Context: an optimization exercise on an open-source flow, tuned for small area. The choices shown serve that exercise and are no tape-out recipe.
At most, simulation tests tie the RTL to the original design; equivalence was not proved.
For runs 4 to 6, only the layout was checked, not whether the RTL still works.

`flow/config.mk`:
```
export PLATFORM = sky130hd
export DESIGN_NAME = MCU
export DESIGN_NICKNAME = MCU
export VERILOG_FILES = /design/flow/design.v
export SDC_FILE = /design/flow/constraint.sdc
export NUM_CORES = 4
export LEC_CHECK = 0
export ABC_AREA = 1
export CAP_MARGIN = 20
export CORE_MARGIN = 2
export CORE_UTILIZATION = 40
export SLEW_MARGIN = 20
```
`flow/constraint.sdc`:
```
create_clock -name core_clock -period 10.0 [get_ports {clk}]
set_input_delay 2.0000 -clock core_clock [delete_from_list [all_inputs] [get_ports {clk}]]
set_output_delay 2.0000 -clock core_clock [all_outputs]
set_load 0.01 [all_outputs]
```
`flow/design.v`:
```
`timescale 1ns / 1ps
module MCU(clk,reset,imem_addr,imem_data,dmem_addr,dmem_we,dmem_wdata,dmem_rdata,
           in_data,out_we,out_addr,out_data);
input clk,reset;
output [7:0] imem_addr;
input [16:0] imem_data;
output [7:0] dmem_addr;
output dmem_we;
output [7:0] dmem_wdata;
input [7:0] dmem_rdata;
input [7:0] in_data;
output out_we;
output [7:0] out_addr, out_data;
reg [7:0] pc;         
reg aj;               
reg [4:0] ir_op;      
reg [11:0] ir_f;
reg [7:0] exA;        
reg [7:0] exB;        
reg [2:0] exD;        
reg [1:0] exC;        
reg [7:0] rf1, rf2, rf3, rf4, rf5, rf6, rf7;
wire ex_nod  = (exD == 3'd0);
wire jump    = (exC == 2'b11);
assign dmem_we   = (exC == 2'b01) & ex_nod;
assign out_we    = (exC == 2'b10) & ex_nod;
assign dmem_addr = exA;
assign out_addr  = exA;
assign dmem_wdata = exB;
assign out_data   = exB;
wire [7:0] wb = (exC == 2'b00) ? exB :
                (exC == 2'b01) ? dmem_rdata :
                (exC == 2'b10) ? in_data : exA;
always @(posedge clk) begin
    case (exD)
    3'd1: rf1 <= wb;
    3'd2: rf2 <= wb;
    3'd3: rf3 <= wb;
    3'd4: rf4 <= wb;
    3'd5: rf5 <= wb;
    3'd6: rf6 <= wb;
    3'd7: rf7 <= wb;
    default: ;
    endcase
end
wire [2:0] fD = ir_f[11:9];
wire [2:0] fA = ir_f[8:6];
wire [2:0] fB = ir_f[5:3];
wire [5:0] im = ir_f[5:0];
wire [2:0] sh = ir_f[2:0];
wire o_add = ir_op == 5'b00001;
wire o_ani = ir_op == 5'b00010;
wire o_adi = ir_op == 5'b00011;
wire o_sub = ir_op == 5'b00100;
wire o_slt = ir_op == 5'b00101;
wire o_not = ir_op == 5'b00110;
wire o_ld  = ir_op == 5'b00111;
wire o_st  = ir_op == 5'b01000;
wire o_mov = ir_op == 5'b01001;
wire o_jmp = ir_op == 5'b01010;
wire o_jmr = ir_op == 5'b01011;
wire o_jml = ir_op == 5'b01100;
wire o_ori = ir_op == 5'b01101;
wire o_xor = ir_op == 5'b01110;
wire o_shl = ir_op == 5'b01111;
wire o_shr = ir_op == 5'b10001;
wire o_bz  = ir_op == 5'b10010;
wire o_bnz = ir_op == 5'b10011;
wire o_in  = ir_op == 5'b10100;
wire o_out = ir_op == 5'b10101;
wire rdA = o_add | o_ani | o_adi | o_sub | o_slt | o_not | o_ld | o_st | o_mov |
           o_jmr | o_ori | o_xor | o_shl | o_shr | o_bz | o_bnz | o_in | o_out;
wire rdB = o_add | o_sub | o_slt | o_st | o_jmr | o_xor | o_in | o_out;
wire alu_wr = o_add | o_ani | o_adi | o_sub | o_slt | o_not | o_mov |
              o_ori | o_xor | o_shl | o_shr;
wire branch = o_jmp | o_jmr | o_jml | o_bz | o_bnz;
wire stall = ~ex_nod & ((rdA & (fA == exD)) | (rdB & (fB == exD)));
wire [7:0] rA, rB;
RfRead u_rdA(.a(fA), .r1(rf1), .r2(rf2), .r3(rf3), .r4(rf4), .r5(rf5), .r6(rf6), .r7(rf7), .q(rA));
RfRead u_rdB(.a(fB), .r1(rf1), .r2(rf2), .r3(rf3), .r4(rf4), .r5(rf5), .r6(rf6), .r7(rf7), .q(rB));
wire [7:0] pc1 = aj ? exB : pc;
wire [7:0] opA, res;
Alu u_alu(.ir_op(ir_op), .ir_f(ir_f), .rA(rA), .rB(rB), .pc1(pc1), .opA(opA), .res(res));
wire zA = (rA == 8'd0);
wire taken = o_jmp | o_jmr | o_jml | (o_bz & zA) | (o_bnz & ~zA);
wire dnz = (fD != 3'd0);
reg [2:0] nD;
reg [1:0] nC;
always @(*) begin
    nD = 3'd0; nC = 2'b00;
    if (alu_wr) nD = fD;
    if (o_ld)  begin nD = fD; nC = {1'b0, dnz}; end
    if (o_in)  begin nD = fD; nC = {dnz, 1'b0}; end
    if (o_st)  nC = 2'b01;
    if (o_out) nC = 2'b10;
    if (o_jml) nD = fD;
    if (taken) nC = 2'b11;
end
wire [7:0] pc_inc = pc + {7'd0, ~stall};    
always @(posedge clk or negedge reset) begin
    if (!reset) begin
        pc <= 8'd0;
        ir_op <= 5'd0;
        exD <= 3'd0;
        exC <= 2'b00;
    end else begin
        exD <= stall ? 3'd0 : nD;
        exC <= stall ? 2'b00 : nC;
        pc <= jump ? exB : pc_inc;
        if (!stall) begin
            ir_op <= branch ? 5'd0 : imem_data[16:12];
        end
    end
end
always @(posedge clk) aj <= jump;
always @(posedge clk) begin
    exA <= opA;
    exB <= res;
    if (!stall) begin
        ir_f <= imem_data[11:0];
    end
end
assign imem_addr = pc;
endmodule
module RfRead(a, r1, r2, r3, r4, r5, r6, r7, q);
input [2:0] a;
input [7:0] r1, r2, r3, r4, r5, r6, r7;
output reg [7:0] q;
always @(*) begin
    case (a)
    3'd1: q = r1; 3'd2: q = r2; 3'd3: q = r3; 3'd4: q = r4;
    3'd5: q = r5; 3'd6: q = r6; 3'd7: q = r7; default: q = 8'd0;
    endcase
end
endmodule
module Alu(ir_op, ir_f, rA, rB, pc1, opA, res);
input [4:0] ir_op;
input [11:0] ir_f;
input [7:0] rA, rB, pc1;
output [7:0] opA;
output reg [7:0] res;
wire [5:0] im = ir_f[5:0];
wire [2:0] sh = ir_f[2:0];
wire o_nop = ir_op == 5'b00000;
wire o_add = ir_op == 5'b00001;
wire o_ani = ir_op == 5'b00010;
wire o_adi = ir_op == 5'b00011;
wire o_sub = ir_op == 5'b00100;
wire o_slt = ir_op == 5'b00101;
wire o_not = ir_op == 5'b00110;
wire o_st  = ir_op == 5'b01000;
wire o_jmp = ir_op == 5'b01010;
wire o_jml = ir_op == 5'b01100;
wire o_ori = ir_op == 5'b01101;
wire o_xor = ir_op == 5'b01110;
wire o_shl = ir_op == 5'b01111;
wire o_shr = ir_op == 5'b10001;
wire o_bz  = ir_op == 5'b10010;
wire o_bnz = ir_op == 5'b10011;
wire o_out = ir_op == 5'b10101;
wire use_br = o_jmp | o_jml | o_bz | o_bnz;
wire use_pc = use_br | (ir_op == 5'b00000);
assign opA = use_pc ? pc1 : rA;
wire use_rb  = o_add | o_sub | o_slt | o_xor | o_st | o_out;
wire use_sx  = o_adi | use_br;
wire use_zx  = o_ani | o_ori;
wire [7:0] opB = o_not ? 8'hff : use_rb ? (rB ^ {8{inv}}) :
                 use_sx ? {{2{im[5]}}, im} :
                 use_zx ? {2'b00, im} : 8'd0;
wire inv = o_sub | o_slt;
wire cin = inv | o_nop;    
wire pass = o_st | o_out;
wire [7:0] aA = opA & {8{~pass}};
wire [7:0] bB = opB;
wire [7:0] p = aA ^ bB;
wire [7:0] g = aA & bB;
wire [8:0] s9 = {1'b0, aA} + {1'b0, bB} + {8'd0, cin};
wire [7:0] c = s9[7:0] ^ p;
wire arith = ~(o_ani | o_ori | o_xor | o_not | pass);
wire [7:0] alu = (p & {8{~o_ani}}) ^ (g & {8{o_ani | o_ori}}) ^ (c & {8{arith}});
wire [7:0] shv;
Shift u_sh(.a(opA), .sh(sh), .shr(o_shr), .y(shv));
always @(*) begin
    if (o_slt)                 res = {7'd0, ~s9[8]};
    else if (o_shl | o_shr)    res = shv;
    else                       res = alu;
end
endmodule
module Shift(a, sh, shr, y);
input [7:0] a;
input [2:0] sh;
input shr;
output [7:0] y;
wire [7:0] ar = {a[0], a[1], a[2], a[3], a[4], a[5], a[6], a[7]};
wire [7:0] x = shr ? ar : a;
wire [7:0] z = x << sh;
wire [7:0] zr = {z[0], z[1], z[2], z[3], z[4], z[5], z[6], z[7]};
assign y = shr ? zr : z;
endmodule
```
`flow/flow/run.sh`:
```
#!/bin/bash
# Own layout flow: the standard ORFS flow, with
#  - synthesis as standard.sh synth runs it, but with a stronger ABC area
#    script (flow/abc_area.script); the flip-flops are mapped before ABC
#    runs, so the registers, their names and cells are the standard ones;
#  - no separate full/half-adder extraction, so ABC maps adders with the
#    rest of the logic;
#  - each module of the RTL (the register-file read ports and the ALU are
#    modules of their own) mapped on its own, then flattened as the standard flow's
#    synthesis script does; all registers are in MCU;
#  - port buffers of the smallest buffer cell;
#  - clock tree without dummy loads.
# Each step's full output goes to a log file in this folder.
set -euo pipefail
W=$PWD
rm -rf "$W/scripts_mod"
cp -r "$FLOW_HOME/scripts" "$W/scripts_mod"
cp "$W/flow/abc_area.script" "$W/scripts_mod/abc_area.script"

SCRIPTS_DIR="$W/scripts_mod" ABC_AREA=1 ADDER_MAP_FILE= SYNTH_HIERARCHICAL=1 \
  SYNTH_MINIMUM_KEEP_SIZE=0 bash standard.sh synth > "$W/log_synth.txt" 2>&1

source "$W/flow/knobs.sh"
bash standard.sh finish > "$W/log_layout.txt" 2>&1
```
`flow/flow/abc_area.script`:
```
strash
&get -n
&deepsyn -T 30
&put
dch -f
amap
topo
```
`flow/flow/knobs.sh`:
```
export BUFFER_PORTS_ARGS="-buffer_cell sky130_fd_sc_hd__buf_1"
export CTS_ARGS="-sink_clustering_enable -repair_clock_nets -dont_use_dummy_load -buf_list sky130_fd_sc_hd__clkbuf_8"
```
`flow/standard.sh`:
```
#!/bin/bash
# synth_recipe.tcl (not shown) runs the flow's synth.tcl, then flattens the netlist and writes it again
# the make line also repeats each setting of config.mk as NAME=value (left out here)
make -C /OpenROAD-flow-scripts/flow DESIGN_CONFIG=/design/flow/config.mk WORK_HOME=/design/flow/orfs CLKGATE_MAP_FILE= SYNTH_SCRIPT=/design/flow/synth_recipe.tcl "${@:-finish}"
```
==> key figures, run 1 <==
Synth
  • Cell Area, Synth: approximately 5400 um2
  • Netlist cell types: 36
  • Count of state elements after synthesis: around 100
  • Synth warnings: 9
  • Instance count of the mapped netlist: 555
  • Sequential-to-total area share from yosys stat: 0.526
  • Per-instance average area after synthesis: 9.71 um2
  • Post-Syn Nets: just under 600

Global route
  • Grt ovf: 0
  • Global-route wire length before repair: 25700 um
  • GR Util All Layers: 0.241
  • Via count of the first global-routing pass: between 4000 and 5000
  • Maximum number of pins on one net before global-route repair: 21
  • Initial antenna violation count: 0

STA
  • Final hold violation count: 0
  • Final Max Tran Viols: 0
  • Minimum hold slack: 0.502 ns
  • Fmax: between 150 and 200 MHz
  • Largest clock skew in the final design: between 0.015 and 0.02 ns
  • Remaining max-slew budget at the tightest pin: 0.249
  • Shortest clock period the worst path allows after layout: slightly below 6 ns
  • Final-layout setup total negative slack: 0 ns
  • RSZ-0062 raised after global routing: false
  • Final worst path period share: 0.588
  • Finish-stage setup viols: 0
  • Smallest setup slack after layout: 4.12 ns
  • Slew at the pin closest to its max-slew limit: between 1 and 1.5 ns

Clocking
  • Hold bufs inserted after CTS: 0
  • Insertion delay to the later sink of the worst-skew pair: 0.38 ns
  • Number of H-tree levels: 3
  • Count of clock tree sinks: a little over 100
  • Post-CTS clock slew at the launch and capture registers of the worst setup and hold paths: ~0.09 ns
  • Total of cells resized after clock tree synthesis: 0
  • TritonCTS clock tree: done
  • TritonCTS buffer count: 9
  • Post-CTS Setup Bufs: 0
  • Longest Clk Path Bufs: 2
  • Root buffer cell: clkbuf_8

Placement
  • Half-perimeter wire length of the detailed placement result: 13200 um
  • Weighted congestion at the end of routability-driven global placement: 0.948
  • Setup WS pre-CTS: about 4.4 ns
  • Cell area after placement: between 5000 and 6000 um2
  • Total of buffers placed on input and output ports: 76

Routing
  • Vias: between 5000 and 6000
  • Wirelength per Cell: 21.2 um
  • First-pass DRT Iterations: 6
  • Starting DRC count in detailed routing: between 800 and 900
  • Residual DRC count: 0
  • Post-DRT Antenna Nets: 0
  • Routed vias/inst: approximately 6.2
  • Sum of routed wire length over all layers: between 15000 and 20000 um

Floorplan
  • Chip Height: 120 um
  • I/O pin count: 77
  • Floorplan Core Area: roughly 13000 um2
  • Effective utilization at floorplan: 0.408
  • Die outline width: around 120 um
  • Row count: between 40 and 50
  • Die area: roughly 14000 um2

Cells and area
  • Multi-input gate area: around 2200 um2
  • Fraction of final layout cells with drive strength greater than 1: 0.0378
  • Syn-to-layout area delta: 11.3%
  • Net total in the final layout: 672
  • Antenna cell count: 0
  • Storage element area: about 2800 um2
  • Area of all placed cells without fillers: approximately 6000 um2
  • # fillers: ~1300

Hold path
  • Classification of the worst-slack hold path: flop to flop

Setup path
  • Data arrival time of the critical path: 6.15 ns
  • Critical Path Start Type: flop
  • CP max FO: 9
  • Worst Setup Path Type: flop to flop
  • Type of element capturing the critical path: flop
  • Data required time at the worst endpoint: just over 10 ns

Outcome
  • Result of the run: complete, no violations

Run
  • Max-cap violations: 0
-- stage by stage --
stage,util,cells
6_report,0.455,811
5_1_grt,0.455,811
4_1_cts,0.454,811
3_5_place_dp,0.445,802
3_3_place_gp,0.444,802
2_1_floorplan,-,555
-- Yosys stat by module (local to each module, per instance) --
module | flip-flops and latches | cells | area, um2 | times used
Alu | 0 | 145 | 766 | 1
RfRead | 0 | 41 | 288 | 2
Shift | 0 | 50 | 292 | 1
MCU | 103 | 278 | 3750 | 1
-- area by class of cell --
type                       count  share of cell area
inverter                      61              0.0382
sequential                   103               0.472
clock buffer                   9              0.0207
multi-input combinational    375               0.371
tap                          176              0.0367
timing repair buffer          87              0.0613
-- critical path: stages, from the launching register on --
cell,delay [ns]
dfrtp_1,0.52
clkinv_1,0.20
nor2_1,0.18
clkinv_1,0.14
nor2_1,0.20
nor2_1,0.11
and3_1,0.20
a21oi_1,0.57
nand2_1,0.13
o22ai_1,0.59
clkinv_1,0.41
a22o_1,0.40
nand3_1,0.15
nor2_1,0.06
o21ai_0,0.24
nor2_1,0.06
nor2_1,0.17
nand2_1,0.07
o21ai_0,0.10
o21ai_0,0.14
nand2_1,0.08
o21ai_0,0.09
o21ai_0,0.24
nor2_1,0.06
a21oi_1,0.26
nor3_1,0.08
a211o_1,0.31
-- Yosys cell counts --
master / n / area (um2)
nor2b_1: 7 / 43.8
a21oi_1: 14 / 70.1
o21ai_0: 29 / 145
a22oi_1: 33 / 248
o31a_1: 1 / 8.76
o211ai_1: 2 / 15.0
o221ai_1: 7 / 61.3
a222oi_1: 17 / 170
nand3_1: 28 / 140
a211o_1: 1 / 8.76
a22o_1: 6 / 52.6
a32o_1: 4 / 40.0
and2_0: 1 / 6.26
edfxtp_1: 68 / 2040
dfrtp_1: 18 / 450
o21a_1: 2 / 15.0
dfxtp_1: 17 / 340
or2_0: 2 / 12.5
a41oi_1: 1 / 8.76
a221o_1: 9 / 90.1
a2111oi_0: 2 / 17.5
and3_1: 10 / 62.6
nor4_1: 3 / 18.8
o22a_1: 2 / 17.5
o32ai_1: 8 / 70.1
nand3b_1: 2 / 15.0
a31oi_1: 5 / 31.3
nor2_1: 75 / 282
buf_4: 16 / 120
o2111ai_1: 2 / 17.5
o22ai_1: 34 / 213
nand2_1: 36 / 135
a221oi_1: 5 / 43.8
clkinv_1: 61 / 229
o31ai_1: 4 / 30.0
nor3_1: 23 / 115
-- logic make-up (layout without fill, tap and decap cells) --
| family | after synthesis | in the layout | share of synthesized area |
|---|---|---|---|
| buffers and inverters | 77 | 157 | 0.0648 |
| AND/OR/NAND/NOR | 187 | 187 | 0.154 |
| flip-flops | 103 | 103 | 0.526 |
| AO/OA/AOI/OAI | 188 | 188 | 0.255 |
-- per-layer routing --
metal / GRT usage / routed length (um) / up-vias
li1: - / - / 2321
met1: 0.334 / 7350 / 2396
met2: 0.364 / 7770 / 297
met3: 0.0665 / 1650 / 35
met4: 0.0831 / 422 / 0
met5: 0 / 0 / -
-- sequential cells by signal, indices dropped and copies added (netlist names) --
signal	cells
ir_f	12
exA	8
exB	8
pc	8
rf1	8
rf2	8
rf3	8
rf4	8
rf5	8
rf6	8
rf7	8
ir_op	5
exD	3
exC	2
aj	1
-- placed cells by master, fill, tap and decap left out, types with 2 or more instances in the layout --
master and n:
buf_1 76, nor2_1 75, edfxtp_1 68, clkinv_1 61, nand2_1 36, o22ai_1 34
a22oi_1 33, nand3_1 28, o21ai_0 28, nor3_1 20, dfrtp_1 18, a222oi_1 17
dfxtp_1 17, a21oi_1 14, buf_4 11, and3_1 10, a221o_1 9, clkbuf_8 9
o32ai_1 8, nor2b_1 7, o221ai_1 7, a22o_1 6, a31oi_1 5, a221oi_1 5
a32o_1 4, o31ai_1 4, nor4_1 3, nor3_2 3, o2111ai_1 2, nand3b_1 2
or2_0 2, o211ai_1 2, a2111oi_0 2, o21a_1 2, o22a_1 2
-- final timing paths --
| path | startpoint | to | slack (ns) | cells past startpoint |
|---|---|---|---|---|
| worst max register to register | ir_op[2] | exB[7] | 4.12 | 26 |
| worst min-delay path | ir_f[9] | exD[0] | 0.50 | 1 |
| max in group asynchronous | reset | pc[1] | 8.21 | 2 |
| worst min register to register | ir_f[9] | exD[0] | 0.50 | 1 |
| worst max-delay path | ir_op[2] | exB[7] | 4.12 | 26 |
| min in group asynchronous | reset | ir_op[1] | 1.57 | 2 |
==> run 2, diff against run 1 <==
--- a/flow/config.mk
+++ b/flow/config.mk
@@ -8,5 +8,5 @@
 export ABC_AREA = 1
 export CAP_MARGIN = 20
 export CORE_MARGIN = 2
-export CORE_UTILIZATION = 40
+export CORE_UTILIZATION = 60
 export SLEW_MARGIN = 20
==> key figures, run 2 <==
STA
  • Finish-stage setup viols: 0
  • Remaining max-slew budget at the tightest pin: 0.234
  • Shortest clock period the worst path allows after layout: approximately 5.7 ns
  • Final Max Tran Viols: 0
  • Largest clock skew in the final design: between 0.04 and 0.05 ns
  • Minimum hold slack: approximately 0.49 ns
  • Slew at the pin closest to its max-slew limit: 1.14 ns
  • RSZ-0062 raised after global routing: false
  • Fmax: between 150 and 200 MHz
  • Final-layout setup total negative slack: 0 ns
  • Final hold violation count: 0
  • Final worst path period share: 0.571

Synth
  • Cell Area, Synth: about 5400 um2
  • Main flop type after synthesis: edfxtp_1
  • Sequential-to-total area share from yosys stat: 0.526
  • Per-instance average area after synthesis: around 9.7 um2
  • Commonest cells post-synth: 75 x nor2_1, 68 x edfxtp_1, 61 x clkinv_1
  • Share of flip-flops with an asynchronous set or reset: 0.175
  • Instance count of the mapped netlist: roughly 560
  • Number of enable-type register cells in the synthesized netlist: 68
  • Post-Syn Nets: between 500 and 600
  • Share of the synthesized area in the top cell type: 0.379
  • Netlist cell types: 36
  • Leading area contributor after synthesis: edfxtp_1
  • Cell with the most instances after synthesis: nor2_1
  • Ranking of synthesized cells by area: edfxtp_1 38%, dfrtp_1 8.4%, dfxtp_1 6.3%, nor2_1 5.2%, a22oi_1 4.6%
  • Synth warnings: 9
  • Count of state elements after synthesis: 103

Routing
  • First-pass DRT Iterations: 8
  • Residual DRC count: 0
  • Starting DRC count in detailed routing: ~650
  • Vias: 5072
  • Sum of routed wire length over all layers: 15600 um
  • Wirelength per Cell: roughly 21 um
  • Post-DRT Antenna Nets: 0
  • Routed vias/inst: 6.87

Setup path
  • Type of element capturing the critical path: flop
  • Most prevalent standard cell on the critical path: nor2_1
  • CP max FO: 9
  • Data required time at the worst endpoint: between 10 and 15 ns
  • Critical Path Start Type: flop
  • Slowest cell on crit path: o22ai_1
  • Data arrival time of the critical path: around 5.9 ns
  • Reg2reg end: exB[7]
  • Number of cells traversed by the worst register-to-register path: 26
  • Worst Setup Path Type: flop to flop
  • R2r startpoint: ir_op[2]
  • Crit path largest cell delay: ~0.6 ns
  • Register-to-Register Setup Slack: ~4.3 ns

Clocking
  • Number of H-tree levels: 3
  • TritonCTS clock tree: done
  • Insertion delay to the later sink of the worst-skew pair: ~0.38 ns
  • Longest Clk Path Bufs: 2
  • Root buffer cell: clkbuf_8
  • Post-CTS Setup Bufs: 0
  • Hold bufs inserted after CTS: 0
  • TritonCTS buffer count: 9
  • Total of cells resized after clock tree synthesis: 0
  • Post-CTS clock slew at the launch and capture registers of the worst setup and hold paths: 0.09 ns
  • Count of clock tree sinks: ~100

Hold path
  • Hold path endpoint: pc[1]
  • Hold path startpoint: exB[1]
  • Classification of the worst-slack hold path: flop to flop
  • Hold Path Cell Cnt: 2

Placement
  • Weighted congestion at the end of routability-driven global placement: 0.996
  • Total of buffers placed on input and output ports: 76
  • Half-perimeter wire length of the detailed placement result: around 12000 um

Run
  • Max-cap violations: 0

Cells and area
  • Commonest cells after routing, fill and taps aside: 76 x buf_1, 75 x nor2_1, 68 x edfxtp_1
  • Number of flip-flops under the largest register name: 12
  • Net total in the final layout: 667
  • # fillers: approximately 700
  • Register bank with the most flops: ir_f
  • Fraction of final layout cells with drive strength greater than 1: 0.0365
  • Commonest non-fill, non-tap cell in the layout: buf_1
  • Antenna cell count: 0
  • Multi-input gate area: roughly 2200 um2
  • Syn-to-layout area delta: 9.43%
  • Storage element area: about 2800 um2

Global route
  • GR Util All Layers: 0.330
  • Maximum number of pins on one net before global-route repair: 21
  • Initial antenna violation count: 0
  • Global-route wire length before repair: around 25000 um
  • Grt ovf: 0
  • Via count of the first global-routing pass: roughly 4700

Floorplan
  • I/O pin count: slightly below 80
  • Floorplan Core Area: approximately 8700 um2
  • Chip Height: around 99 um
  • Die area: 9750 um2
  • Die outline width: a little under 100 um
  • Row count: 34
  • Effective utilization at floorplan: 0.618

Outcome
  • Result of the run: complete, no violations
## run 2: cell counts after synthesis
Identical to the previous run, type by type.
## run 2: cell type report
class                      instances  share of cell area
sequential                       103               0.481
multi-input combinational        375               0.381
timing repair buffer              82              0.0560
inverter                          61              0.0388
tap                              108              0.0229
clock buffer                       9              0.0210
## run 2: worst max path at each step
stage	from	end	cells after the start
after floorplan	ir_op[2]	exB[7]	26
after global placement	ir_op[2]	exB[7]	26
after detailed placement	ir_op[2]	exB[7]	26
after CTS	ir_op[2]	exB[7]	26
after global routing	ir_op[2]	exB[7]	26
final	ir_op[2]	exB[7]	26
## run 2: worst max-delay path, delay by kind of cell, from the launching register on
family | cells | cell delay (ns)
AOI/OAI and AO/OA | 10 | 2.84
DFF | 1 | 0.50
buffers and inverters | 3 | 0.70
and+or+nand+nor | 13 | 1.52
## run 2: cell families after synthesis
family                 count (synthesis)  synth area share
DFF                                  103             0.526
buffers and inverters                 77            0.0648
and+or+nand+nor                      187             0.154
AOI/OAI and AO/OA                    188             0.255
## run 2: metrics by stage
step,worst slack [ns],utilization,instances,cell area (um2)
2_1_floorplan,5.45,-,555,5390
3_3_place_gp,4.75,0.658,729,5740
3_5_place_dp,4.49,0.661,729,5770
4_1_cts,4.45,0.675,738,5890
5_1_grt,3.38,0.676,738,5890
6_report,4.29,0.676,738,5890
## run 2: routing by layer
metal / global-route usage / part of all wire / vias to the layer above
met4: 0.0980 / 0.019 / 0
met1: 0.468 / 0.40 / 2412
met2: 0.531 / 0.48 / 318
met5: 0 / 0 / -
li1: - / - / 2310
met3: 0.0489 / 0.094 / 32
## run 2: per-module statistics from Yosys, one instance, submodules excluded
module | cell area (um2) | flip-flops and latches | times used | cells
MCU | 3750 | 103 | 1 | 278
Alu | 766 | 0 | 1 | 145
Shift | 292 | 0 | 1 | 50
RfRead | 288 | 0 | 2 | 41
==> run 3, diff against run 2 <==
--- a/flow/config.mk
+++ b/flow/config.mk
@@ -8,5 +8,5 @@
 export ABC_AREA = 1
 export CAP_MARGIN = 20
 export CORE_MARGIN = 2
-export CORE_UTILIZATION = 60
+export CORE_UTILIZATION = 75
 export SLEW_MARGIN = 20
==> key figures, run 3 <==
Outcome
  • Result of the run: complete, no violations

Synth
  • Per-instance average area after synthesis: just under 10 um2
  • Cell with the most instances after synthesis: nor2_1
  • Share of flip-flops with an asynchronous set or reset: 0.175
  • Synth warnings: 9
  • Instance count of the mapped netlist: around 560
  • Number of enable-type register cells in the synthesized netlist: approximately 70
  • Cell Area, Synth: 5390 um2
  • Commonest cells post-synth: 75 x nor2_1, 68 x edfxtp_1, 61 x clkinv_1
  • Ranking of synthesized cells by area: edfxtp_1 38%, dfrtp_1 8.4%, dfxtp_1 6.3%, nor2_1 5.2%, a22oi_1 4.6%
  • Share of the synthesized area in the top cell type: 0.379
  • Sequential-to-total area share from yosys stat: 0.526
  • Netlist cell types: 36
  • Leading area contributor after synthesis: edfxtp_1
  • Post-Syn Nets: 590
  • Main flop type after synthesis: edfxtp_1
  • Count of state elements after synthesis: around 100

Floorplan
  • Floorplan Core Area: 6870 um2
  • Die area: ~8000 um2
  • Effective utilization at floorplan: 0.784
  • Row count: 30
  • I/O pin count: 77
  • Chip Height: 88.7 um
  • Die outline width: about 90 um

STA
  • Final-layout setup total negative slack: 0 ns
  • Final Max Tran Viols: 0
  • Fmax: ~170 MHz
  • Remaining max-slew budget at the tightest pin: 0.260
  • Shortest clock period the worst path allows after layout: 5.81 ns
  • Slew at the pin closest to its max-slew limit: around 1.1 ns
  • Final hold violation count: 0
  • Final worst path period share: 0.581
  • Finish-stage setup viols: 0
  • Largest clock skew in the final design: 0.0252 ns
  • RSZ-0062 raised after global routing: false
  • Smallest setup slack after layout: 4.19 ns

Setup path
  • Critical Path Start Type: flop
  • Crit path largest cell delay: a little over 0.6 ns
  • Register-to-Register Setup Slack: roughly 4.2 ns
  • Slowest cell on crit path: o22ai_1
  • Number of cells traversed by the worst register-to-register path: 26
  • Dominant delay contributor by cell family on the critical path: compound AO/OA/AOI/OAI gates
  • CP max FO: 9
  • Data required time at the worst endpoint: 10.24 ns
  • Worst Setup Path Type: flop to flop
  • Data arrival time of the critical path: 6.05 ns
  • Sum of buffers and inverters on the critical path: 3
  • Most prevalent standard cell on the critical path: nor2_1
  • Type of element capturing the critical path: flop
  • R2r startpoint: ir_op[2]
  • Reg2reg end: exB[7]

Placement
  • Weighted congestion at the end of routability-driven global placement: around 1.2
  • Setup WS pre-CTS: 4.52 ns
  • Total of buffers placed on input and output ports: 76
  • Half-perimeter wire length of the detailed placement result: 11800 um
  • Placed Cells: ~700

Hold path
  • Classification of the worst-slack hold path: flop to flop
  • Hold Path Cell Cnt: 1
  • Hold path startpoint: ir_f[11]
  • Hold path endpoint: exD[2]

Global route
  • Grt ovf: 0
  • Via count of the first global-routing pass: 4942
  • Maximum number of pins on one net before global-route repair: 21
  • GR Util All Layers: 0.418
  • Global-route wire length before repair: approximately 24000 um
  • Initial antenna violation count: 0

Cells and area
  • Commonest cells after routing, fill and taps aside: 76 x buf_1, 75 x nor2_1, 68 x edfxtp_1
  • Commonest non-fill, non-tap cell in the layout: buf_1
  • Register bank with the most flops: ir_f
  • Net total in the final layout: ~670
  • Cell Count, Final, Fillers Out: just over 700
  • Antenna cell count: 0
  • Syn-to-layout area delta: 9.04%
  • Fraction of final layout cells with drive strength greater than 1: 0.0350
  • Number of flip-flops under the largest register name: 12
  • Final cell utilization of the core: 0.855

Routing
  • Vias: between 5000 and 6000
  • Wirelength per Cell: 22.1 um
  • Residual DRC count: 0
  • First-pass DRT Iterations: 7
  • Starting DRC count in detailed routing: around 1100
  • Routed vias/inst: 7.32
  • Post-DRT Antenna Nets: 0
  • Sum of routed wire length over all layers: 16000 um

Clocking
  • Number of H-tree levels: 3
  • Count of clock tree sinks: 103
  • TritonCTS clock tree: done
  • Insertion delay to the later sink of the worst-skew pair: ~0.37 ns
  • Longest Clk Path Bufs: 2
  • TritonCTS buffer count: 9
  • Total of cells resized after clock tree synthesis: 0
  • Root buffer cell: clkbuf_8
  • Post-CTS clock slew at the launch and capture registers of the worst setup and hold paths: roughly 0.080 ns
  • Post-CTS Setup Bufs: 0
  • Hold bufs inserted after CTS: 0

Run
  • Max-cap violations: 0
## run 3: cell families after synthesis
group,count (synthesis),share of synthesized area
compound gates,188,0.255
buf+inv,77,0.0648
simple gates,187,0.154
flops,103,0.526
## run 3: Yosys stat by module, one instance, submodules excluded
module	cells	area (um2)	flops+latches
Alu	145	766	0
MCU	278	3750	103
RfRead	41	288	0
Shift	50	292	0
## run 3: worst max path at each step
stage	cells after the start	endpoint	slack (ns)	startpoint
after global placement	26	exB[7]	5.02	ir_op[2]
final	26	exB[7]	4.19	ir_op[2]
after detailed placement	26	exB[7]	4.52	ir_op[2]
after global routing	26	exB[7]	3.78	ir_op[2]
after floorplan	26	exB[7]	5.45	ir_op[2]
after CTS	26	exB[7]	4.43	ir_op[2]
## run 3: layout make-up
type	instances	area, um2
Fill cell	395	996
Timing Repair Buffer	81	323
Inverter	61	229
Tap cell	96	120
Sequential cell	103	2830
Multi-Input combinational cell	375	2240
Clock buffer	9	124
## run 3: stage by stage
step	hold WS [ns]	area, um2
detailed placement	0.486	5710
global placement	0.474	5710
global route	0.536	5870
finish	0.501	5870
floorplan	0.467	5390
CTS	0.506	5830
## run 3: layer usage
metal / vias up / wire, um / global-route usage
met4: 0 / 840 / 0.186
met2: 498 / 7480 / 0.679
met5: - / 0 / 0
met3: 118 / 2410 / 0.148
li1: 2300 / - / -
met1: 2392 / 5300 / 0.504
==> run 4, diff against run 3 <==
--- a/flow/design.v
+++ b/flow/design.v
@@ -100,17 +100,19 @@
 always @(posedge clk or negedge reset) begin
     if (!reset) begin
         pc <= 8'd0;
-        ir_op <= 5'd0;
         exD <= 3'd0;
         exC <= 2'b00;
     end else begin
         exD <= stall ? 3'd0 : nD;
         exC <= stall ? 2'b00 : nC;
         pc <= jump ? exB : pc_inc;
-        if (!stall) begin
-            ir_op <= branch ? 5'd0 : imem_data[16:12];
-        end
     end
+end
+always @(posedge clk) begin
+    if (!reset)
+        ir_op <= 5'd0;
+    else if (!stall)
+        ir_op <= branch ? 5'd0 : imem_data[16:12];
 end
 always @(posedge clk) aj <= jump;
 always @(posedge clk) begin
==> key figures, run 4 <==
Synth
  • Count of state elements after synthesis: approximately 100
  • Post-Syn Nets: just under 600
  • Number of enable-type register cells in the synthesized netlist: 68
  • Leading area contributor after synthesis: edfxtp_1
  • Main flop type after synthesis: edfxtp_1
  • Per-instance average area after synthesis: 9.67 um2
  • Instance count of the mapped netlist: ~560
  • Sequential-to-total area share from yosys stat: 0.522
  • Synth warnings: 9
  • Netlist cell types: 36
  • Share of the synthesized area in the top cell type: 0.380
  • Cell Area, Synth: approximately 5400 um2
  • Share of flip-flops with an asynchronous set or reset: 0.126
  • Cell with the most instances after synthesis: nor2_1
  • Ranking of synthesized cells by area: edfxtp_1 38%, dfxtp_1 8.2%, dfrtp_1 6.0%, nor2_1 5.2%, a22oi_1 4.6%
  • Commonest cells post-synth: 75 x nor2_1, 68 x edfxtp_1, 65 x clkinv_1

Global route
  • Initial antenna violation count: 0
  • Maximum number of pins on one net before global-route repair: 20
  • Grt ovf: 0
  • Global-route wire length before repair: around 25000 um
  • GR Util All Layers: 0.435
  • Via count of the first global-routing pass: just under 5000

Hold path
  • Classification of the worst-slack hold path: flop to flop

Cells and area
  • # fillers: 384
  • Register bank with the most flops: ir_f
  • Storage element area: 2810 um2
  • Net total in the final layout: just under 700
  • Multi-input gate area: ~2200 um2
  • Antenna cell count: 0
  • Syn-to-layout area delta: 9.65%
  • Commonest cells after routing, fill and taps aside: 76 x buf_1, 75 x nor2_1, 68 x edfxtp_1
  • Fraction of final layout cells with drive strength greater than 1: 0.0392
  • Number of flip-flops under the largest register name: 12
  • Commonest non-fill, non-tap cell in the layout: buf_1

Floorplan
  • I/O pin count: a little under 80
  • Die area: roughly 8000 um2
  • Chip Height: between 80 and 90 um
  • Floorplan Core Area: slightly below 7000 um2
  • Row count: 30
  • Effective utilization at floorplan: 0.783
  • Die outline width: roughly 89 um

Setup path
  • Type of element capturing the critical path: flop
  • Worst Setup Path Type: flop to flop
  • CP max FO: 9
  • Slowest cell on crit path: o22ai_1
  • Data arrival time of the critical path: 6.10 ns
  • Data required time at the worst endpoint: slightly above 10 ns
  • Crit path largest cell delay: a little over 0.6 ns
  • Critical Path Start Type: flop
  • Most prevalent standard cell on the critical path: nor2_1

Placement
  • Half-perimeter wire length of the detailed placement result: 12600 um
  • Weighted congestion at the end of routability-driven global placement: 1.03
  • Total of buffers placed on input and output ports: 76

STA
  • Slew at the pin closest to its max-slew limit: between 0.9 and 1 ns
  • Final worst path period share: 0.585
  • Shortest clock period the worst path allows after layout: between 5 and 6 ns
  • Largest clock skew in the final design: 0.0346 ns
  • Final hold violation count: 0
  • Finish-stage setup viols: 0
  • RSZ-0062 raised after global routing: false
  • Remaining max-slew budget at the tightest pin: 0.347
  • Final Max Tran Viols: 0
  • Fmax: 171 MHz
  • Final-layout setup total negative slack: 0 ns

Routing
  • Wirelength per Cell: 23.1 um
  • Sum of routed wire length over all layers: between 15000 and 20000 um
  • Starting DRC count in detailed routing: roughly 1200
  • Routed vias/inst: about 7.5
  • First-pass DRT Iterations: 10
  • Residual DRC count: 0
  • Vias: 5482
  • Post-DRT Antenna Nets: 0

Clocking
  • Insertion delay to the later sink of the worst-skew pair: between 0.3 and 0.4 ns
  • TritonCTS clock tree: done
  • Hold bufs inserted after CTS: 0
  • Total of cells resized after clock tree synthesis: 0
  • Longest Clk Path Bufs: 2
  • Count of clock tree sinks: 103
  • Root buffer cell: clkbuf_8
  • Post-CTS Setup Bufs: 0
  • TritonCTS buffer count: 9
  • Post-CTS clock slew at the launch and capture registers of the worst setup and hold paths: about 0.09 ns
  • Number of H-tree levels: 3

Run
  • Max-cap violations: 0

Outcome
  • Result of the run: complete, no violations
==> run 4: cell types whose count changed in the layout (fill, tap and decap cells not counted), moves of 3 or more <==
cell      previous run  this run
clkinv_1            61        65
dfrtp_1             18        13
nor3_1              15        20
nor3_2               8         3
a31oi_1              5         2
dfxtp_1             17        22
o22ai_1             34        38
buf_4                5        12
a21oi_1             14        10
nand3_1             28        25
==> run 4: layout make-up <==
class	instances	share of cell area
sequential	103	0.476
inverter	65	0.0414
timing repair buffer	88	0.0636
tap	96	0.0204
clock buffer	9	0.0210
multi-input combinational	372	0.378
==> run 4: through the flow <==
stage	instance area [um2]	utilization	hold WS, ns	worst slack [ns]	instances
3_3_place_gp	5760	0.838	0.481	4.86	724
2_1_floorplan	5380	-	0.467	5.51	556
4_1_cts	5890	0.858	0.502	4.39	733
3_5_place_dp	5770	0.840	0.495	4.51	724
6_report	5900	0.859	0.510	4.15	733
5_1_grt	5900	0.859	0.529	3.74	733
==> run 4: final timing paths <==
path	start	to	slack, ns	depth (start not counted)
worst max-delay path	ir_op[2]	exB[7]	4.15	26
worst min-delay path	ir_f[9]	exD[0]	0.51	1
worst max register to register	ir_op[2]	exB[7]	4.15	26
worst min register to register	ir_f[9]	exD[0]	0.51	1
max in group asynchronous	reset	exC[0]	8.15	2
min in group asynchronous	reset	pc[1]	1.61	2
==> run 4: metal layers <==
metal / up-vias / wire, um / global-route usage
li1: 2317 / - / -
met1: 2463 / 5580 / 0.558
met2: 575 / 7630 / 0.692
met3: 127 / 2620 / 0.117
met4: 0 / 1080 / 0.201
met5: - / 0 / 0
==> run 4: logic make-up (layout without fill, tap and decap cells) <==
group / after synthesis / in the layout / synth area share
and+or+nand+nor: 184 / 184 / 0.151
AOI/OAI and AO/OA: 188 / 188 / 0.260
buffers and inverters: 81 / 162 / 0.0677
DFF: 103 / 103 / 0.522
==> run 4: modules after synthesis, one instance, submodules excluded <==
module | copies in the design | cell area, um2 | cells inside | flip-flops and latches
MCU | 1 | 3750 | 279 | 103
Alu | 1 | 766 | 145 | 0
RfRead | 2 | 288 | 41 | 0
Shift | 1 | 292 | 50 | 0
==> run 4: worst max-delay path, delay by kind of cell, from the launching register on <==
family | cells | cell delay, ns
AOI/OAI and AO/OA | 10 | 2.97
buffers and inverters | 3 | 0.71
DFF | 1 | 0.46
and+or+nand+nor | 13 | 1.58
==> run 5, diff against run 4 <==
--- a/flow/config.mk
+++ b/flow/config.mk
@@ -8,5 +8,5 @@
 export ABC_AREA = 1
 export CAP_MARGIN = 20
 export CORE_MARGIN = 2
-export CORE_UTILIZATION = 75
+export CORE_UTILIZATION = 60
 export SLEW_MARGIN = 20
==> key figures, run 5 <==
Setup path
  • Data arrival time of the critical path: between 5 and 6 ns
  • CP max FO: 9
  • Data required time at the worst endpoint: just over 10 ns
  • Register-to-Register Setup Slack: 4.32 ns
  • Critical Path Start Type: flop
  • Type of element capturing the critical path: flop
  • Worst Setup Path Type: flop to flop

Placement
  • Weighted congestion at the end of routability-driven global placement: 0.966
  • Half-perimeter wire length of the detailed placement result: 12100 um
  • Total of buffers placed on input and output ports: 76
  • Setup WS pre-CTS: between 4 and 5 ns

Clocking
  • Post-CTS clock slew at the launch and capture registers of the worst setup and hold paths: roughly 0.090 ns
  • Total of cells resized after clock tree synthesis: 0
  • Count of clock tree sinks: 103
  • Number of H-tree levels: 3
  • TritonCTS clock tree: done
  • Hold bufs inserted after CTS: 0
  • Post-CTS Setup Bufs: 0
  • Longest Clk Path Bufs: 2
  • TritonCTS buffer count: 9
  • Insertion delay to the later sink of the worst-skew pair: approximately 0.37 ns
  • Root buffer cell: clkbuf_8

Routing
  • Post-DRT Antenna Nets: 0
  • Vias: around 5000
  • Routed vias/inst: between 6 and 7
  • Residual DRC count: 0
  • Wirelength per Cell: 21.1 um
  • Starting DRC count in detailed routing: between 700 and 800
  • First-pass DRT Iterations: 8
  • Sum of routed wire length over all layers: around 16000 um

STA
  • Largest clock skew in the final design: 0.0471 ns
  • RSZ-0062 raised after global routing: false
  • Final worst path period share: 0.568
  • Shortest clock period the worst path allows after layout: 5.68 ns
  • Final-layout setup total negative slack: 0 ns
  • Slew at the pin closest to its max-slew limit: ~0.93 ns
  • Final hold violation count: 0
  • Smallest setup slack after layout: around 4.3 ns
  • Remaining max-slew budget at the tightest pin: 0.370
  • Final Max Tran Viols: 0
  • Minimum hold slack: 0.494 ns
  • Finish-stage setup viols: 0
  • Fmax: 176 MHz

Global route
  • Initial antenna violation count: 0
  • Maximum number of pins on one net before global-route repair: 21
  • GR Util All Layers: 0.334
  • Global-route wire length before repair: about 25000 um
  • Via count of the first global-routing pass: approximately 4700
  • Grt ovf: 0

Synth
  • Count of state elements after synthesis: 103
  • Sequential-to-total area share from yosys stat: 0.522
  • Post-Syn Nets: 591
  • Netlist cell types: 36
  • Cell Area, Synth: 5380 um2
  • Main flop type after synthesis: edfxtp_1
  • Share of flip-flops with an asynchronous set or reset: 0.126
  • Instance count of the mapped netlist: roughly 560
  • Cell with the most instances after synthesis: nor2_1
  • Share of the synthesized area in the top cell type: 0.380
  • Leading area contributor after synthesis: edfxtp_1
  • Per-instance average area after synthesis: 9.67 um2
  • Number of enable-type register cells in the synthesized netlist: 68
  • Ranking of synthesized cells by area: edfxtp_1 38%, dfxtp_1 8.2%, dfrtp_1 6.0%, nor2_1 5.2%, a22oi_1 4.6%
  • Synth warnings: 9
  • Commonest cells post-synth: 75 x nor2_1, 68 x edfxtp_1, 65 x clkinv_1

Floorplan
  • I/O pin count: 77
  • Effective utilization at floorplan: 0.617
  • Die outline width: approximately 99 um
  • Floorplan Core Area: roughly 8700 um2
  • Chip Height: 98.7 um
  • Row count: 34
  • Die area: just under 10000 um2

Cells and area
  • Register bank with the most flops: ir_f
  • Fraction of final layout cells with drive strength greater than 1: 0.0392
  • Commonest cells after routing, fill and taps aside: 76 x buf_1, 75 x nor2_1, 68 x edfxtp_1
  • Net total in the final layout: 674
  • Number of flip-flops under the largest register name: 12
  • # fillers: slightly above 700
  • Syn-to-layout area delta: 9.93%
  • Commonest non-fill, non-tap cell in the layout: buf_1
  • Antenna cell count: 0
  • Final cell utilization of the core: 0.678

Outcome
  • Result of the run: complete, no violations

Run
  • Max-cap violations: 0

Hold path
  • Classification of the worst-slack hold path: flop to flop
[run 5: cell counts after synthesis]
No cell type changed its count.
[run 5: layout make-up]
cell class | instances | area (um2) | area share
clock buffers | 9 | 124 | 0.0209
repair buffers | 88 | 375 | 0.0635
inverters | 65 | 244 | 0.0413
well taps | 108 | 135 | 0.0229
multi-input cells | 372 | 2230 | 0.377
flip-flops and latches | 103 | 2810 | 0.475
[run 5: worst paths after layout]
path                          end     start  depth (start not counted)
max reg2reg                exB[7]  ir_op[2]                         26
min                         pc[3]    exB[3]                          2
max                        exB[7]  ir_op[2]                         26
max in group asynchronous   pc[0]     reset                          2
min reg2reg                 pc[3]    exB[3]                          2
min in group asynchronous  exD[1]     reset                          2
[run 5: metal layers]
metal	up-vias	wire [um]	global-route usage	part of all wire
met4	0	256	0.0854	0.016
met5	-	0	0	0
met3	30	1570	0.0489	0.10
met1	2373	6470	0.487	0.41
met2	319	7430	0.532	0.47
li1	2323	-	-	-
[run 5: per-module statistics from Yosys, one instance, submodules excluded]
module	area, um2	flops+latches	times used	cells inside
MCU	3750	103	1	279
Shift	292	0	1	50
Alu	766	0	1	145
RfRead	288	0	2	41
[run 5: critical path: stages (launching register included)]
cell and delay, ns:
dfxtp_1 0.44, clkinv_1 0.18, nor2_1 0.19, clkinv_1 0.13, nor2_1 0.19, nor2_1 0.12, and3_1 0.21, a21oi_1 0.55
nand2_1 0.14, o22ai_1 0.58, clkinv_1 0.39, a22o_1 0.40, nand3_1 0.15, nor2_1 0.06, o21ai_0 0.25, nor2_1 0.06
nor2_1 0.17, nand2_1 0.07, o21ai_0 0.09, o21ai_0 0.13, nand2_1 0.08, o21ai_0 0.08, o21ai_0 0.24, nor2_1 0.07
a21oi_1 0.21, nor3_1 0.07, a211o_1 0.30
[run 5: kinds of logic after synthesis]
group                  share of synthesized area
buffers and inverters                     0.0677
AO/OA/AOI/OAI                              0.260
flip-flops                                 0.522
AND/OR/NAND/NOR                            0.151
[run 5: through the flow]
| stage | std cells | cell area (um2) |
|---|---|---|
| final | 745 | 5910 |
| after global routing | 745 | 5910 |
| after floorplan | 556 | 5380 |
| after CTS | 745 | 5910 |
| after detailed placement | 736 | 5780 |
| after global placement | 736 | 5770 |
==> run 6, diff against run 5 <==
--- a/flow/design.v
+++ b/flow/design.v
@@ -100,19 +100,17 @@
 always @(posedge clk or negedge reset) begin
     if (!reset) begin
         pc <= 8'd0;
+        ir_op <= 5'd0;
         exD <= 3'd0;
         exC <= 2'b00;
     end else begin
         exD <= stall ? 3'd0 : nD;
         exC <= stall ? 2'b00 : nC;
         pc <= jump ? exB : pc_inc;
+        if (!stall) begin
+            ir_op <= branch ? 5'd0 : imem_data[16:12];
+        end
     end
-end
-always @(posedge clk) begin
-    if (!reset)
-        ir_op <= 5'd0;
-    else if (!stall)
-        ir_op <= branch ? 5'd0 : imem_data[16:12];
 end
 always @(posedge clk) aj <= jump;
 always @(posedge clk) begin
@@ -166,14 +164,14 @@
 wire use_rb  = o_add | o_sub | o_slt | o_xor | o_st | o_out;
 wire use_sx  = o_adi | use_br;
 wire use_zx  = o_ani | o_ori;
-wire [7:0] opB = o_not ? 8'hff : use_rb ? (rB ^ {8{inv}}) :
+wire [7:0] opB = use_rb ? rB :
                  use_sx ? {{2{im[5]}}, im} :
                  use_zx ? {2'b00, im} : 8'd0;
 wire inv = o_sub | o_slt;
 wire cin = inv | o_nop;    
 wire pass = o_st | o_out;
 wire [7:0] aA = opA & {8{~pass}};
-wire [7:0] bB = opB;
+wire [7:0] bB = (opB ^ {8{inv}}) | {8{o_not}};
 wire [7:0] p = aA ^ bB;
 wire [7:0] g = aA & bB;
 wire [8:0] s9 = {1'b0, aA} + {1'b0, bB} + {8'd0, cin};
==> flow/flow/knobs.sh (replaced) <==
export BUFFER_PORTS_ARGS="-buffer_cell sky130_fd_sc_hd__buf_1"
export CTS_ARGS="-sink_clustering_enable -repair_clock_nets -dont_use_dummy_load -buf_list sky130_fd_sc_hd__clkbuf_8 -sink_buffer_max_cap_derate 2.0 -sink_clustering_size 30 -sink_clustering_max_diameter 120"
--- a/flow/config.mk
+++ b/flow/config.mk
@@ -8,5 +8,5 @@
 export ABC_AREA = 1
 export CAP_MARGIN = 20
 export CORE_MARGIN = 2
-export CORE_UTILIZATION = 60
+export CORE_UTILIZATION = 40
 export SLEW_MARGIN = 20
==> key figures, run 6 <==
Synth
  • Per-instance average area after synthesis: about 9.6 um2
  • Instance count of the mapped netlist: roughly 570
  • Parity-gate share of the synthesized area counting xor and xnor cells: 0
  • Leading area contributor after synthesis: edfxtp_1
  • Synth warnings: 9
  • Sequential-to-total area share from yosys stat: 0.521
  • Post-Syn Nets: ~600
  • Cell Area, Synth: roughly 5400 um2
  • Share of flip-flops with an asynchronous set or reset: 0.175
  • Ranking of synthesized cells by area: edfxtp_1 38%, dfrtp_1 8.3%, dfxtp_1 6.3%, clkinv_1 5.0%, nor2_1 5.0%
  • Synth Area in Compound Gates: 0.251
  • Share of synthesized cell area in full adder, half adder and majority cells: 0
  • Synth Area in Simple Gates: 0.156
  • Number of enable-type register cells in the synthesized netlist: 68
  • Share of the synthesized area in the top cell type: 0.376
  • Dominant combinational cell family by area after synthesis: compound AO/OA/AOI/OAI gates
  • Count of state elements after synthesis: about 100
  • Commonest cells post-synth: 72 x clkinv_1, 72 x nor2_1, 68 x edfxtp_1
  • Portion of netlist area occupied by mux cells: 0
  • Main flop type after synthesis: edfxtp_1
  • Netlist cell types: 36

Outcome
  • Result of the run: aborted with a tool error
  • Terminating stage of the flow: 4_1_cts
  • Error message: [ERROR CTS-0109] sink_buffer_max_cap_derate needs to be between 0 and 1.0.

Floorplan
  • Chip Height: roughly 120 um
  • I/O pin count: 77
  • Row count: 42
  • Effective utilization at floorplan: 0.411
  • Die outline width: ~120 um

Placement
  • Cell area after placement: slightly below 6000 um2
  • Total of buffers placed on input and output ports: 76
  • Weighted congestion at the end of routability-driven global placement: around 0.95
  • Half-perimeter wire length of the detailed placement result: around 13000 um
-- run 6: how the worst max path moves through the flow --
stage | start | endpoint | slack [ns] | cells after the start
floorplan | ir_op[4] | exB[7] | 4.98 | 28
global placement | ir_op[4] | exB[7] | 3.98 | 28
detailed placement | ir_op[4] | exB[6] | 3.62 | 27
-- run 6: kinds of logic after synthesis --
group,count (synthesis)
AOI/OAI and AO/OA,190
buffers and inverters,88
DFF,103
and+or+nand+nor,188
-- run 6: stage by stage --
stage	hold slack (ns)	utilization	setup WS, ns	cells
3_3_place_gp	0.488	0.447	3.98	817
3_5_place_dp	0.491	0.447	3.62	817
2_1_floorplan	0.467	-	4.98	569
-- run 6: modules after synthesis, one instance, submodules excluded --
module | times used | flops+latches | cell area [um2]
MCU | 1 | 103 | 3750
Alu | 1 | 0 | 816
Shift | 1 | 0 | 292
RfRead | 2 | 0 | 288

-- separate check: timing with driven ports --
In the flow no input, the clock included, has a driving cell. The finished layouts below were timed again as built, in two steps.
Step 1, drivers: a clkbuf_16 drives clk and a buf_2 each remaining input, both assumed.
Step 2, shift: input delay + t, output delay - t, t = (earliest + latest rising clock arrival at the registers) / 2. This alone moves slack from input paths to output paths.
a / b / c = ideal ports / drivers / drivers and shift; a / b = the first two.
run | shift t [ns] | setup slack, ns | hold WS [ns] | worst setup path after step 2 | worst data-port slew with drivers (ns)
run 1 | 0.412 | 4.118 / 4.118 / 4.118 | 0.502 / 0.502 / 0.502 | register to register | 0.04
run 2 | 0.390 | 4.290 / 4.290 / 4.290 | 0.487 / 0.487 / 0.487 | register to register | 0.04
run 3 | 0.390 | 4.192 / 4.192 / 4.192 | 0.501 / 0.501 / 0.501 | register to register | 0.04
run 4 | 0.390 | 4.148 / 4.148 / 4.148 | 0.510 / 0.510 / 0.510 | register to register | 0.04
run 5 | 0.379 | 4.320 / 4.320 / 4.320 | 0.494 / 0.494 / 0.494 | register to register | 0.03
After both steps every run listed still meets setup and hold.
